What follows belongs to an exercise in optimizing a design on an open flow for small area; a production flow would make more cautious choices.
In this exercise RTL edits were held to simulation tests only and were not proved equivalent to the original.

[flow/config.mk]
export PLATFORM = sky130hd
export DESIGN_NAME = FlappyBird
export DESIGN_NICKNAME = FlappyBird
export VERILOG_FILES = /design/flow/design.v
export SDC_FILE = /design/flow/constraint.sdc
export NUM_CORES = 4
export LEC_CHECK = 0
export CAP_MARGIN = 20
export CORE_MARGIN = 2
export CORE_UTILIZATION = 40
export PLACE_DENSITY = 0.6
export SLEW_MARGIN = 20
[flow/constraint.sdc]
create_clock -name core_clock -period 10.0 [get_ports {CLOCK_50}]
set_input_delay 2.0000 -clock core_clock [delete_from_list [all_inputs] [get_ports {CLOCK_50}]]
set_output_delay 2.0000 -clock core_clock [all_outputs]
set_load 0.01 [all_outputs]
[flow/design.v]
module FlappyBird(
	 input CLOCK_50,
	 input rst_n,
    input [1:0] KEY,
    output VGA_HS,
    output VGA_VS,
    output [7:0] VGA_R, VGA_G, VGA_B,
	 output [6:0] HEX2, HEX1, HEX0,
	 output VGA_BLANK_N,
	 output VGA_SYNC_N,
	 output VGA_CLK
    );
	wire [9:0] x;
	wire [9:0] y;
	wire tick10;
	wire [9:0] bird_y_pos;
	wire [9:0] tube1_x_pos;
	wire [9:0] tube1_y_pos;
	wire [9:0] tube2_x_pos;
	wire [9:0] tube2_y_pos;
	wire [9:0] tube3_x_pos;
	wire [9:0] tube3_y_pos;
	wire game_end;
	wire [7:0] score;
	wire bright;
	wire vgaclk;
	wire pix_en;
	assign VGA_CLK=vgaclk;
	assign VGA_BLANK_N=1'b1;
	assign VGA_SYNC_N=1'b1;
	wire isdisplay;
	wire [9:0] drawX,drawY;
	VGA_Controller synchGen(
		.clk(CLOCK_50),
		.rst_n(rst_n),
		.en(pix_en),
		.clr(KEY[1]),
		.vga_HS(VGA_HS),
		.vga_VS(VGA_VS),
		.X(drawX),
		.Y(drawY),
		.display(isdisplay)
		);
	VGA_Bitgen vga_bitgen(
		.clk(CLOCK_50),
		.rst_n(rst_n),
		.en(pix_en),
		.bright(isdisplay),
		.x(drawX),
		.y(drawY),
		.bird_y_pos(bird_y_pos),
	   .tube1_x_pos(tube1_x_pos),
		.tube1_y_pos(tube1_y_pos),
		.tube2_x_pos(tube2_x_pos),
		.tube2_y_pos(tube2_y_pos),
		.tube3_x_pos(tube3_x_pos),
		.tube3_y_pos(tube3_y_pos),
		.game_end(game_end),
		.score(score),
		.red(VGA_R),
		.green(VGA_G),
		.blue(VGA_B)
		);
	VGAFrequency vga_clk(
		.clk(CLOCK_50),
		.rst_n(rst_n),
		.VGAclk(vgaclk),
		.pix_en(pix_en)
		);
	SevenSegScoreDisplay seven_seg_score_display(
		.clk(CLOCK_50),
		.rst_n(rst_n),
		.en(pix_en),
		.score(score),
		.HEX0(HEX0),
		.HEX1(HEX1),
		.HEX2(HEX2)
		);
	SignalFrequency signalfrequency(
		.clk(CLOCK_50),
		.rst_n(rst_n),
		.tick10(tick10)
		);
	Draw_Bird draw_bird(
		.clk(CLOCK_50),
		.rst_n(rst_n),
		.tick10(tick10),
		.clr(KEY[1]),
		.game_end(game_end),
		.up(~KEY[0]),
		.down(KEY[0]),
		.bird_y_pos(bird_y_pos)
		);
	Draw_Tubes draw_tubes(
		.clk(CLOCK_50),
		.rst_n(rst_n),
		.tick10(tick10),
		.clr(KEY[1]),
		.game_end(game_end),
	   .tube1_x_pos(tube1_x_pos),
		.tube1_y_pos(tube1_y_pos),
		.tube2_x_pos(tube2_x_pos),
		.tube2_y_pos(tube2_y_pos),
		.tube3_x_pos(tube3_x_pos),
		.tube3_y_pos(tube3_y_pos),
		.score(score)
		);
	Crash_Detect crash_detect(
		.clr(KEY[1]),
		.bird_y_pos(bird_y_pos),
		.tube1_x_pos(tube1_x_pos),
		.tube1_y_pos(tube1_y_pos),
		.tube2_x_pos(tube2_x_pos),
		.tube2_y_pos(tube2_y_pos),
		.tube3_x_pos(tube3_x_pos),
		.tube3_y_pos(tube3_y_pos),
		.game_end(game_end)
		);
endmodule
module VGA_Controller(
	input clk,
	input rst_n,
	input en,
	input clr,
	output reg vga_HS,
	output reg vga_VS,
	output reg [9:0] X,
	output reg [9:0] Y,
	output reg display
);
	parameter H_color_scan=640;
	parameter H_front_porch=16;
	parameter H_synch_pulse=96;
	parameter H_back_porch=48;
	parameter H_scan_width=800;
	parameter V_color_scan=480;
	parameter V_front_porch=10;
	parameter V_synch_pulse=2;
	parameter V_back_porch=33;
	parameter V_scan_width=525;
	reg [9:0] V_pos,H_pos;
	always @(posedge clk, negedge rst_n) begin
	 if (!rst_n) begin
		H_pos <= 0;
		V_pos <= 0;
		vga_HS <= 1'b1;
		vga_VS <= 1'b1;
		display <= 1'b0;
		X <= 0;
		Y <= 0;
		end
	 else if (!clr) begin
		H_pos <= 0;
		V_pos <= 0;
		end
	 else if (en) begin
		if(H_pos < H_scan_width) begin
			H_pos <= H_pos + 1;
		end else begin  
			H_pos <= 0;
			if(V_pos < V_scan_width) begin
				V_pos <= V_pos + 1;
			end else begin
				V_pos <= 0;
			end
		end
		if(H_pos > H_front_porch && H_pos < (H_front_porch+H_synch_pulse)) begin
			vga_HS <= 1'b0;
		end else begin
			vga_HS <= 1'b1;
		end
		if(V_pos > V_front_porch && V_pos < (V_front_porch+V_synch_pulse)) begin
			vga_VS <= 1'b0;
		end else begin
			vga_VS <= 1'b1;
		end
		if((H_pos > (H_front_porch + H_synch_pulse + H_back_porch))) begin
				display <= 1'b1;
				X <= H_pos - (H_front_porch + H_synch_pulse + H_back_porch -1) + 144;
				Y <= V_pos - (V_front_porch + V_synch_pulse + V_back_porch -1);
		end else begin
				display <= 1'b0;
				X <= 0;
				Y <= 0;
		end
		end
	end
endmodule
module VGA_Bitgen(
	 input clk,
	 input rst_n,
	 input en,
    input bright,
    input [9:0] x,
    input [9:0] y,
	 input [9:0] bird_y_pos,
	 input [9:0] tube1_x_pos,
	 input [9:0] tube1_y_pos,
	 input [9:0] tube2_x_pos,
	 input [9:0] tube2_y_pos,
	 input [9:0] tube3_x_pos,
	 input [9:0] tube3_y_pos,
	 input game_end,
	 input [7:0] score,
    output reg [7:0] red,
	 output reg [7:0] green,
	 output reg [7:0] blue
    );
	wire [9:0] bird_x_pos;
	assign bird_x_pos = 10'd180;
	reg [3:0] dig_2;
	reg [3:0] dig_1;
	reg [3:0] dig_0;
	reg Dig0Seg0, Dig0Seg1, Dig0Seg2, Dig0Seg3, Dig0Seg4, Dig0Seg5, Dig0Seg6;
	reg Dig1Seg0, Dig1Seg1, Dig1Seg2, Dig1Seg3, Dig1Seg4, Dig1Seg5, Dig1Seg6;
	reg Dig2Seg0, Dig2Seg1, Dig2Seg2, Dig2Seg3, Dig2Seg4, Dig2Seg5, Dig2Seg6;
	reg digit_display_2, digit_display_1, digit_display_0;
	always @ (posedge clk, negedge rst_n) begin
		if (!rst_n)
		begin
			red = 8'b0;
			green = 8'b0;
			blue = 8'b0;
		end
		else if (en) begin
		if (~game_end) 
		begin
			if (~bright)
			begin
				red = 8'b0;
				green = 8'b0;
				blue = 8'b0;
			end	
			else if ((x >= bird_x_pos - 10'd15) && (x <= bird_x_pos + 10'd15) && (y >= bird_y_pos - 10'd15) && (y <= bird_y_pos + 10'd15))
			begin
				red = 8'b11111111;
				green = 8'b0;
				blue = 8'b0;
			end	
			else if (
				((x >= tube1_x_pos - 10'd30) && (x <= tube1_x_pos + 10'd30) && ((y >= tube1_y_pos + 10'd35) || (y <= tube1_y_pos - 10'd35))) || 
				((x >= tube2_x_pos - 10'd30) && (x <= tube2_x_pos + 10'd30) && ((y >= tube2_y_pos + 10'd35) || (y <= tube2_y_pos - 10'd35))) || 
				((x >= tube3_x_pos - 10'd30) && (x <= tube3_x_pos + 10'd30) && ((y >= tube3_y_pos + 10'd35) || (y <= tube3_y_pos - 10'd35)))
				)
				begin
				red = 8'b0;
				green = 8'b11111111;
				blue = 8'b0; 
				end
			else
			begin
				red = 8'b0;
				green = 8'b0;
				blue = 8'b11111111;
				end
		end
		else begin
			dig_2 = score / 8'd100;
			dig_1 = (score / 8'd10) % 8'd10;
			dig_0 = score % 8'd10;
			Dig0Seg0 = ((x >= 10'd559) & (x <= 10'd609) & (y >= 10'd160) & (y <= 10'd170));
			Dig0Seg1 = ((x >= 10'd614) & (x <= 10'd624) & (y >= 10'd160) & (y <= 10'd237));
			Dig0Seg2 = ((x >= 10'd614) & (x <= 10'd624) & (y >= 10'd243) & (y <= 10'd320));
			Dig0Seg3 = ((x >= 10'd559) & (x <= 10'd609) & (y >= 10'd310) & (y <= 10'd320));
			Dig0Seg4 = ((x >= 10'd544) & (x <= 10'd554) & (y >= 10'd243) & (y <= 10'd320));
			Dig0Seg5 = ((x >= 10'd544) & (x <= 10'd554) & (y >= 10'd160) & (y <= 10'd237));
			Dig0Seg6 = ((x >= 10'd559) & (x <= 10'd609) & (y >= 10'd235) & (y <= 10'd245));
			Dig1Seg0 = ((x + 10'd120 >= 10'd559) & (x + 10'd120 <= 10'd609) & (y >= 10'd160) & (y <= 10'd170));
			Dig1Seg1 = ((x + 10'd120 >= 10'd614) & (x + 10'd120 <= 10'd624) & (y >= 10'd160) & (y <= 10'd237));
			Dig1Seg2 = ((x + 10'd120 >= 10'd614) & (x + 10'd120 <= 10'd624) & (y >= 10'd243) & (y <= 10'd320));
			Dig1Seg3 = ((x + 10'd120 >= 10'd559) & (x + 10'd120 <= 10'd609) & (y >= 10'd310) & (y <= 10'd320));
			Dig1Seg4 = ((x + 10'd120 >= 10'd544) & (x + 10'd120 <= 10'd554) & (y >= 10'd243) & (y <= 10'd320));
			Dig1Seg5 = ((x + 10'd120 >= 10'd544) & (x + 10'd120 <= 10'd554) & (y >= 10'd160) & (y <= 10'd237));
			Dig1Seg6 = ((x + 10'd120 >= 10'd559) & (x + 10'd120 <= 10'd609) & (y >= 10'd235) & (y <= 10'd245));
			Dig2Seg0 = ((x + 10'd240 >= 10'd559) & (x + 10'd240 <= 10'd609) & (y >= 10'd160) & (y <= 10'd170));
			Dig2Seg1 = ((x + 10'd240 >= 10'd614) & (x + 10'd240 <= 10'd624) & (y >= 10'd160) & (y <= 10'd237));
			Dig2Seg2 = ((x + 10'd240 >= 10'd614) & (x + 10'd240 <= 10'd624) & (y >= 10'd243) & (y <= 10'd320));
			Dig2Seg3 = ((x + 10'd240 >= 10'd559) & (x + 10'd240 <= 10'd609) & (y >= 10'd310) & (y <= 10'd320));
			Dig2Seg4 = ((x + 10'd240 >= 10'd544) & (x + 10'd240 <= 10'd554) & (y >= 10'd243) & (y <= 10'd320));
			Dig2Seg5 = ((x + 10'd240 >= 10'd544) & (x + 10'd240 <= 10'd554) & (y >= 10'd160) & (y <= 10'd237));
			Dig2Seg6 = ((x + 10'd240 >= 10'd559) & (x + 10'd240 <= 10'd609) & (y >= 10'd235) & (y <= 10'd245));
			case (dig_2)
				8'd0: digit_display_2 = (Dig2Seg0 | Dig2Seg1 | Dig2Seg2 | Dig2Seg3 | Dig2Seg4 | Dig2Seg5);
				8'd1: digit_display_2 = (Dig2Seg1 | Dig2Seg2);
				8'd2: digit_display_2 = (Dig2Seg0 | Dig2Seg1 | Dig2Seg6 | Dig2Seg4 | Dig2Seg3);
				8'd3: digit_display_2 = (Dig2Seg0 | Dig2Seg1 | Dig2Seg6 | Dig2Seg2 | Dig2Seg3);
				8'd4: digit_display_2 = (Dig2Seg5 | Dig2Seg6 | Dig2Seg1 | Dig2Seg2);
				8'd5: digit_display_2 = (Dig2Seg0 | Dig2Seg5 | Dig2Seg6 | Dig2Seg2 | Dig2Seg3);
				8'd6: digit_display_2 = (Dig2Seg0 | Dig2Seg5 | Dig2Seg6 | Dig2Seg2 | Dig2Seg3 | Dig2Seg4);
				8'd7: digit_display_2 = (Dig2Seg0 | Dig2Seg1 | Dig2Seg2);
				8'd8: digit_display_2 = (Dig2Seg0 | Dig2Seg1 | Dig2Seg2 | Dig2Seg3 | Dig2Seg4 | Dig2Seg5 | Dig2Seg6);
				8'd9: digit_display_2 = (Dig2Seg0 | Dig2Seg5 | Dig2Seg6 | Dig2Seg1 | Dig2Seg2 | Dig2Seg3);
				default: digit_display_2 = 1'b0;
			endcase
			case (dig_1)
				8'd0: digit_display_1 = (Dig1Seg0 | Dig1Seg1 | Dig1Seg2 | Dig1Seg3 | Dig1Seg4 | Dig1Seg5);
				8'd1: digit_display_1 = (Dig1Seg1 | Dig1Seg2);
				8'd2: digit_display_1 = (Dig1Seg0 | Dig1Seg1 | Dig1Seg6 | Dig1Seg4 | Dig1Seg3);
				8'd3: digit_display_1 = (Dig1Seg0 | Dig1Seg1 | Dig1Seg6 | Dig1Seg2 | Dig1Seg3);
				8'd4: digit_display_1 = (Dig1Seg5 | Dig1Seg6 | Dig1Seg1 | Dig1Seg2);
				8'd5: digit_display_1 = (Dig1Seg0 | Dig1Seg5 | Dig1Seg6 | Dig1Seg2 | Dig1Seg3);
				8'd6: digit_display_1 = (Dig1Seg0 | Dig1Seg5 | Dig1Seg6 | Dig1Seg2 | Dig1Seg3 | Dig1Seg4);
				8'd7: digit_display_1 = (Dig1Seg0 | Dig1Seg1 | Dig1Seg2);
				8'd8: digit_display_1 = (Dig1Seg0 | Dig1Seg1 | Dig1Seg2 | Dig1Seg3 | Dig1Seg4 | Dig1Seg5 | Dig1Seg6);
				8'd9: digit_display_1 = (Dig1Seg0 | Dig1Seg5 | Dig1Seg6 | Dig1Seg1 | Dig1Seg2 | Dig1Seg3);
				default: digit_display_1 = 1'b0;
			endcase
			case (dig_0)
				8'd0: digit_display_0 = (Dig0Seg0 | Dig0Seg1 | Dig0Seg2 | Dig0Seg3 | Dig0Seg4 | Dig0Seg5);
				8'd1: digit_display_0 = (Dig0Seg1 | Dig0Seg2);
				8'd2: digit_display_0 = (Dig0Seg0 | Dig0Seg1 | Dig0Seg6 | Dig0Seg4 | Dig0Seg3);
				8'd3: digit_display_0 = (Dig0Seg0 | Dig0Seg1 | Dig0Seg6 | Dig0Seg2 | Dig0Seg3);
				8'd4: digit_display_0 = (Dig0Seg5 | Dig0Seg6 | Dig0Seg1 | Dig0Seg2);
				8'd5: digit_display_0 = (Dig0Seg0 | Dig0Seg5 | Dig0Seg6 | Dig0Seg2 | Dig0Seg3);
				8'd6: digit_display_0 = (Dig0Seg0 | Dig0Seg5 | Dig0Seg6 | Dig0Seg2 | Dig0Seg3 | Dig0Seg4);
				8'd7: digit_display_0 = (Dig0Seg0 | Dig0Seg1 | Dig0Seg2);
				8'd8: digit_display_0 = (Dig0Seg0 | Dig0Seg1 | Dig0Seg2 | Dig0Seg3 | Dig0Seg4 | Dig0Seg5 | Dig0Seg6);
				8'd9: digit_display_0 = (Dig0Seg0 | Dig0Seg5 | Dig0Seg6 | Dig0Seg1 | Dig0Seg2 | Dig0Seg3);
				default: digit_display_0 = 1'b0;
			endcase
			if (digit_display_2 | digit_display_1 | digit_display_0)
			begin
				red = 8'b11111111;
				green = 8'b11111111;
				blue = 8'b11111111;
			end
			else
			begin
				red = 8'b00000000;
				green = 8'b00000000;
				blue = 8'b00000000;
			end	
		end
	end
	end
endmodule
module VGAFrequency(
	 input clk,
	 input rst_n,
    output reg VGAclk,
    output pix_en
    );
	assign pix_en = ~VGAclk;
	always @ (posedge clk, negedge rst_n) begin
		if (!rst_n)
				VGAclk <= 1;
		else
				VGAclk <= ~VGAclk;  
	end
endmodule
module SevenSegScoreDisplay(
	 input clk,
	 input rst_n,
	 input en,
    input [7:0] score,
	 output [6:0] HEX2, HEX1, HEX0 
    );
	reg [3:0] dig_2;
	reg [3:0] dig_1;
	reg [3:0] dig_0;
	always @ (posedge clk, negedge rst_n)
	begin
		if (!rst_n) begin
				dig_2 <= 4'd0;
				dig_1 <= 4'd0;
				dig_0 <= 4'd0;
		end
		else if (en) begin
				dig_2 <= score / 8'd100;  
				dig_1 <= (score / 8'd10) % 8'd10;   
				dig_0 <= score % 8'd10;  
		end
	end
	dec_decoder D0(
					.dec_digit(dig_0),
					.segments(HEX0)
					);
				dec_decoder D1(
					.dec_digit(dig_1),
					.segments(HEX1)
					);
				dec_decoder D2(
					.dec_digit(dig_2),
					.segments(HEX2)
					);
endmodule
module dec_decoder(dec_digit, segments);
    input [3:0] dec_digit;
    output reg [6:0] segments;
    always @(*)
        case (dec_digit)
            4'd0: segments = 7'b100_0000;
            4'd1: segments = 7'b111_1001;
            4'd2: segments = 7'b010_0100;
            4'd3: segments = 7'b011_0000;
            4'd4: segments = 7'b001_1001;
            4'd5: segments = 7'b001_0010;
            4'd6: segments = 7'b000_0010;
            4'd7: segments = 7'b111_1000;
            4'd8: segments = 7'b000_0000;
            4'd9: segments = 7'b001_1000;
				default: segments = 7'b0;
        endcase
endmodule
module SignalFrequency(
	 input clk,
	 input rst_n,
    output tick10
    );
	reg [7:0] count;
	reg clk10;
	assign tick10 = (count == 8'd250) & ~clk10;
	always @ (posedge clk, negedge rst_n) begin
		if (!rst_n) begin
			count <= 0;
			clk10 <= 1;
		end
		else begin
			count <= count + 1;
			if (count == 8'd250) begin
				count <= 0;
				clk10 <= ~clk10;
			end
		end
	end
endmodule
module Draw_Bird(
    input clk,
    input rst_n,
    input tick10,
    input clr,
	 input game_end,
    input up,
	 input down,
    output reg [9:0] bird_y_pos
    );
	 always @ (posedge clk, negedge rst_n) 
	 begin
		if (!rst_n)
			bird_y_pos <= 10'd70;
		else if (!clr)
			bird_y_pos <= 10'd70;
		else if (tick10 && ~game_end) 
		 begin
			if ((up == 1) && (bird_y_pos >= 10'd15))
				bird_y_pos <= bird_y_pos - 10'd6;
			if ((down == 1) && (bird_y_pos <= 10'd465))
				bird_y_pos <= bird_y_pos + 10'd6;
			else if (bird_y_pos >=10'd466)
				bird_y_pos <= 10'd465;
			else if (bird_y_pos <=10'd14)
				bird_y_pos <= 10'd15;
		end
	 end
endmodule
module Draw_Tubes(
	input clk,
	input rst_n,
	input tick10,
	input clr,
	input game_end,
	output reg [9:0] tube1_y_pos,
	output reg [9:0] tube2_y_pos,
	output reg [9:0] tube3_y_pos,
	output reg [9:0] tube1_x_pos,
	output reg [9:0] tube2_x_pos,
	output reg [9:0] tube3_x_pos,
	output reg [7:0] score
    );
	wire [6:0] rand_out;
	reg [9:0] randconv;
	random_gen pipe_gen(
		.clk(clk),
		.rst_n(rst_n),
		.en(tick10),
		.out(rand_out)
	);
	always @ (posedge clk, negedge rst_n) begin
		if (!rst_n) begin
			score <= 8'b0;
			tube1_x_pos <= 10'd404;
			tube2_x_pos <= 10'd664;
			tube3_x_pos <= 10'd904;
			tube1_y_pos <= 10'd240;
			tube2_y_pos <= 10'd180;
			tube3_y_pos <= 10'd200;
			randconv <= 10'd0;
		end
		else if (!clr) begin
			score <= 8'b0;
			tube1_x_pos <= 10'd404;
			tube2_x_pos <= 10'd664;
			tube3_x_pos <= 10'd904;
			tube1_y_pos <= 10'd240;
			tube2_y_pos <= 10'd180;
			tube3_y_pos <= 10'd200;
		end
		else if (tick10 && ~game_end) begin
			randconv <= rand_out + 10'd150;
			tube1_x_pos <= tube1_x_pos - 10'd5;
			tube2_x_pos <= tube2_x_pos - 10'd5;
			tube3_x_pos <= tube3_x_pos - 10'd5;
			if (tube1_x_pos <= 10'd114) begin
				tube1_x_pos <= 10'd904;
				tube1_y_pos <= randconv;
				score <= score + 8'd1;
			end
			if (tube2_x_pos <= 10'd114) begin
				tube2_x_pos <= 10'd904;
				tube2_y_pos <= randconv;
				score <= score + 8'd1;
			end
			if (tube3_x_pos <= 10'd114) begin
				tube3_x_pos <= 10'd904;
				tube3_y_pos <= randconv;
				score <= score + 8'd1;
			end
		end
	end
endmodule
module random_gen(
	input clk, 
	input rst_n,
	input en,
	output reg [6:0] out
    );
	 reg [20:0] rand_reg;
	 reg [20:0] rand_next;
	 wire feed0;
	 wire feed1;
	 assign feed0 = rand_reg[20] ^ rand_reg[15];
	 assign feed1 = rand_reg[0] ^ rand_reg [8]; 
	 always @ (posedge clk, negedge rst_n)
	 begin
		if (!rst_n) begin
			rand_reg <= ~(20'b0);
			out <= 7'd0;
		end
		else if (en) begin
			rand_reg <= rand_next;
			out <= rand_reg[6:0];
		end
	 end
	 always @ (*)
	 begin
		rand_next = {rand_reg[18:0], feed0, feed1};
	 end
endmodule
module Crash_Detect(
    input clr,
    input [9:0] bird_y_pos,
    input [9:0] tube1_x_pos,
    input [9:0] tube1_y_pos,
    input [9:0] tube2_x_pos,
    input [9:0] tube2_y_pos,
    input [9:0] tube3_x_pos,
    input [9:0] tube3_y_pos,
    output game_end
    );
	wire crash;
	wire [9:0] bird_x_pos;
	assign bird_x_pos = 10'd180; 
	assign crash = (
		(((bird_y_pos + 10'd15 >= tube1_y_pos + 10'd35) | (bird_y_pos - 10'd15 <= tube1_y_pos - 10'd35)) &
			((bird_x_pos + 10'd15 >= tube1_x_pos - 10'd30) & (bird_x_pos - 10'd15 <= tube1_x_pos + 10'd30))) |
		(((bird_y_pos + 10'd15 >= tube2_y_pos + 10'd35) | (bird_y_pos -10'd15 <= tube2_y_pos - 10'd35)) &
			((bird_x_pos + 10'd15 >= tube2_x_pos - 10'd30) & (bird_x_pos - 10'd15 <= tube2_x_pos + 10'd30))) |
		(((bird_y_pos + 10'd15 >= tube3_y_pos + 10'd35) | (bird_y_pos - 10'd15 <= tube3_y_pos - 10'd35)) &
			((bird_x_pos + 10'd15 >= tube3_x_pos - 10'd30) & (bird_x_pos - 10'd15 <= tube3_x_pos + 10'd30)))
		);
	assign game_end = 
		(!clr) ? 0:
		(crash) ? 1:
		0;
endmodule
[flow/run.sh]
#!/bin/bash
# synth_recipe.tcl (not shown) runs the flow's synth.tcl, then flattens the netlist and writes it again
# the make line also repeats each setting of config.mk as NAME=value (left out here)
make -C /OpenROAD-flow-scripts/flow DESIGN_CONFIG=/design/flow/config.mk WORK_HOME=/design/flow/orfs CLKGATE_MAP_FILE= SYNTH_SCRIPT=/design/flow/synth_recipe.tcl finish
==> notes.md <==
[placed cells by master (no fill, tap or decap), types with 17 or more instances in the layout]
| cell type | synthesis | layout |
|---|---|---|
| o21ai_0 | 172 | 171 |
| nand4_1 | 31 | 31 |
| dfstp_2 | 49 | 49 |
| nand3_1 | 67 | 67 |
| or3_1 | 17 | 17 |
| clkdlybuf4s50_1 | 0 | 48 |
| a211oi_1 | 20 | 20 |
| xor2_1 | 54 | 54 |
| o22ai_1 | 23 | 23 |
| and3_1 | 24 | 24 |
| a21o_1 | 68 | 68 |
| nand2b_1 | 48 | 48 |
| clkbuf_16 | 0 | 17 |
| a21oi_1 | 139 | 138 |
| nand2_1 | 256 | 256 |
| ha_1 | 256 | 256 |
| nor3_1 | 37 | 37 |
| o31ai_1 | 25 | 25 |
| inv_1 | 105 | 105 |
| nor2b_1 | 29 | 28 |
| nor2_1 | 146 | 146 |
| xnor2_1 | 95 | 95 |
| a31oi_1 | 22 | 22 |
| dfrtp_1 | 127 | 127 |
[cells by family after synthesis]
kind of cell | after synthesis | share of synthesized area, %
buf+inv | 266 | 6.188
mux | 19 | 1.060
other cells | 2 | 0.04077
fa+ha+maj | 256 | 17.39
simple gates | 748 | 19.98
compound gates | 661 | 23.92
xor+xnor | 150 | 7.173
flops | 176 | 24.24
[layer usage]
| layer | global-route usage, % | up-vias | part of all wire [%] | wire [um] |
|---|---|---|---|---|
| li1 | - | 8089 | - | - |
| met1 | 30.31 | 7942 | 47 | 24370 |
| met2 | 35.42 | 418 | 45 | 23360 |
| met3 | 2.310 | 77 | 4.5 | 2330 |
| met4 | 8.209 | 0 | 2.7 | 1413 |
| met5 | 0 | - | 0 | 0 |
[layout make-up]
class	instances	area [um2]	share of cell area [%]
multi-input combinational	1837	12840	65.25
sequential	176	4466	22.70
clock buffer	19	452.9	2.302
timing repair buffer	65	614.3	3.123
inverter	108	405.4	2.061
clock inverter	13	147.6	0.7505
tap	600	750.7	3.816
[final timing paths]
kind / depth (start not counted) / start / endpoint
max: 18 / draw_bird.bird_y_pos[1] / draw_tubes.tube1_x_pos[6]
max in group asynchronous: 2 / rst_n / draw_tubes.tube2_x_pos[1]
max reg2reg: 18 / draw_bird.bird_y_pos[1] / draw_tubes.tube1_x_pos[6]
min: 2 / draw_tubes.pipe_gen.rand_reg[13] / draw_tubes.pipe_gen.rand_reg[15]
min in group asynchronous: 1 / rst_n / draw_tubes.tube1_x_pos[3]
min reg2reg: 2 / draw_tubes.pipe_gen.rand_reg[13] / draw_tubes.pipe_gen.rand_reg[15]
[worst max-delay path: stages (launching register included)]
cell and delay, ns:
dfstp_2 0.65, inv_1 0.17, ha_1 0.27, a21boi_0 0.16
nand2b_1 0.16, or4b_2 0.62, xnor2_1 0.47, ha_1 0.34
nand3_1 0.09, o22ai_1 0.09, a211oi_1 0.16, o21ai_0 0.12
a211o_1 0.31, nand3_1 0.08, o22ai_1 0.12, o21ai_2 0.52
nand2_1 0.64, or4b_2 0.81, a21oi_1 0.15
[power by group]
group | internal, mW | switching, mW
Sequential | 0.726 | 0.0314
Combinational | 0.125 | 0.203
Clock | 0.366 | 0.331
[through the flow]
stage,util [%],area [um2],worst slack (ns)
CTS,43.30,19650,4.043
finish,43.35,19670,3.974
floorplan,-,18420,5.321
global placement,41.98,19050,4.343
global route,43.35,19670,3.663
detailed placement,41.98,19050,4.079
==> reports/qor.yml <==
sta:
  grt_setup_unrepaired: "false"
  layout_min_cycle_time_ns: 6.026
  timing.final.crit_share_pct: 60.26
  tightest_slew_ns: 1.043
  fin_worst_skew_ns: 0.01189
  hold_violations: 0
  fmax_mhz: 165.9
  holdWs_ns: 0.4493
  report.final.setup_viol: 0
  slew_viol_final: 0
  tns_ns: 0
  slew_headroom_pct: 30.29
synthesis:
  synth_top_area_share_pct: 17.39
  synth_cell_types: 101
  synthTopCellsByCount: "256 x ha_1, 256 x nand2_1, 172 x o21ai_0, 146 x nor2_1, 139 x a21oi_1"
  synth_area_leader_cell: "ha_1"
  synth.area.top_cells: "ha_1 17%, dfrtp_1 17%, dfstp_2 7.0%"
  synth-edff-count: 0
  yosys_warnings: 9
  ys_async_sr_fraction_pct: 100.0
  avgSynthCellArea_um2: 8.086
  synth_area_um2: 18420
  syn-instance-count: 2278
  yosys_most_used_dff: "dfrtp_1"
  synth-seq-cells: 176
  seq_area_frac_synth_pct: 24.24
layout:
  syn_to_final_growth_pct: 6.799
  final_cells: 2818
  largest_reg_flops: 19
  diodes: 0
  drive_gt1_share_pct: 6.447
  final_nets: 2465
  fillCellCount: 4541
route:
  ant_nets: 0
  drt_iter0_markers: 1274
  wl_mm: 51.47
  wire_per_inst_um: 18.27
  routed-via-count: 16530
  post-route-drc-count: 0
  drt-pass1-iter-count: 5
  viasPerCell: 5.864
clock_tree:
  clock_sinks: 176
  h-tree-depth: 4
  hold_buffers: 0
  clock-root-buffer: "clkbuf_16"
  cts_tree: "built"
  clock_path_buffers: 2
  clk_latency_ns: 0.47
  clkTransAtPathRegs_ns: 0.07
  cts_made_buffers: 17
  cts_setup_buffers: 0
  cts-resized-gates: 0
setup_path:
  reg2reg_slack_ns: 3.97
  crit_path_max_fanout: 26
  cp_data_required_time_ns: 10.39
  critPathKind: "reg2reg"
  worst_setup_path_start_kind: "flop"
  cp_data_arrival_time_ns: 6.42
  critPathCaptureType: "flop"
status:
  status: "complete, no violations"
die:
  die-area_um2: 47780
  rows: 78
  pin_count: 54
  coreArea_um2: 45380
  die_w_um: 218.6
  fp.dieH_um: 218.6
  start_util_pct: 40.59
power_and_ir_drop:
  vdd_drop_max_v: 0.00008874
  p_leak_nw: 8.878
  power_density_nw_per_um2: 90.58
  p_total_mw: 1.782
placed_design:
  io_buffers: 50
  dp_hpwl_mm: 38.18
  placed_cells: 2785
  place.gp.congestion: 0.9185
min_path:
  worstHoldPathType: "reg2reg"
flow_run:
  cap_viol_max_count: 0
global_route:
  grt_max_degree: 70
  grt_pass1_vias: 16170
  grt.total_usage_pct: 22.00
  gr-total-overflow: 0
  antenna_found_initial: 0
  grt_pass1_wl_mm: 84.76

## static timing again, ports no longer ideal
Ports are ideal in the flow. The routed layout listed here was re-timed in OpenROAD. Step 1 (the two cells are an assumption about what drives the block):
set clk [get_ports {CLOCK_50}]
set_driving_cell -lib_cell sky130_fd_sc_hd__clkbuf_16 $clk
set_driving_cell -lib_cell sky130_fd_sc_hd__buf_2 [delete_from_list [all_inputs] $clk]
Step 2 adds t to the input delays and takes it off the output delays; t is the mean of the earliest and latest rising clock arrival at the registers after step 1. Input paths then give back, and output paths get back, about the clock's delay inside the block. a / b / c = no drivers / after step 1 / after step 2; a / b = the first two.
shift t [ns]: 0.524
setup slack, ns: 3.974 / 3.974 / 3.974
worst setup path after step 2: register to register
After both steps this run still meets setup and hold. For this run, drivers alone change the setup slack by 0.000 ns; drivers and shift together by 0.000 ns.
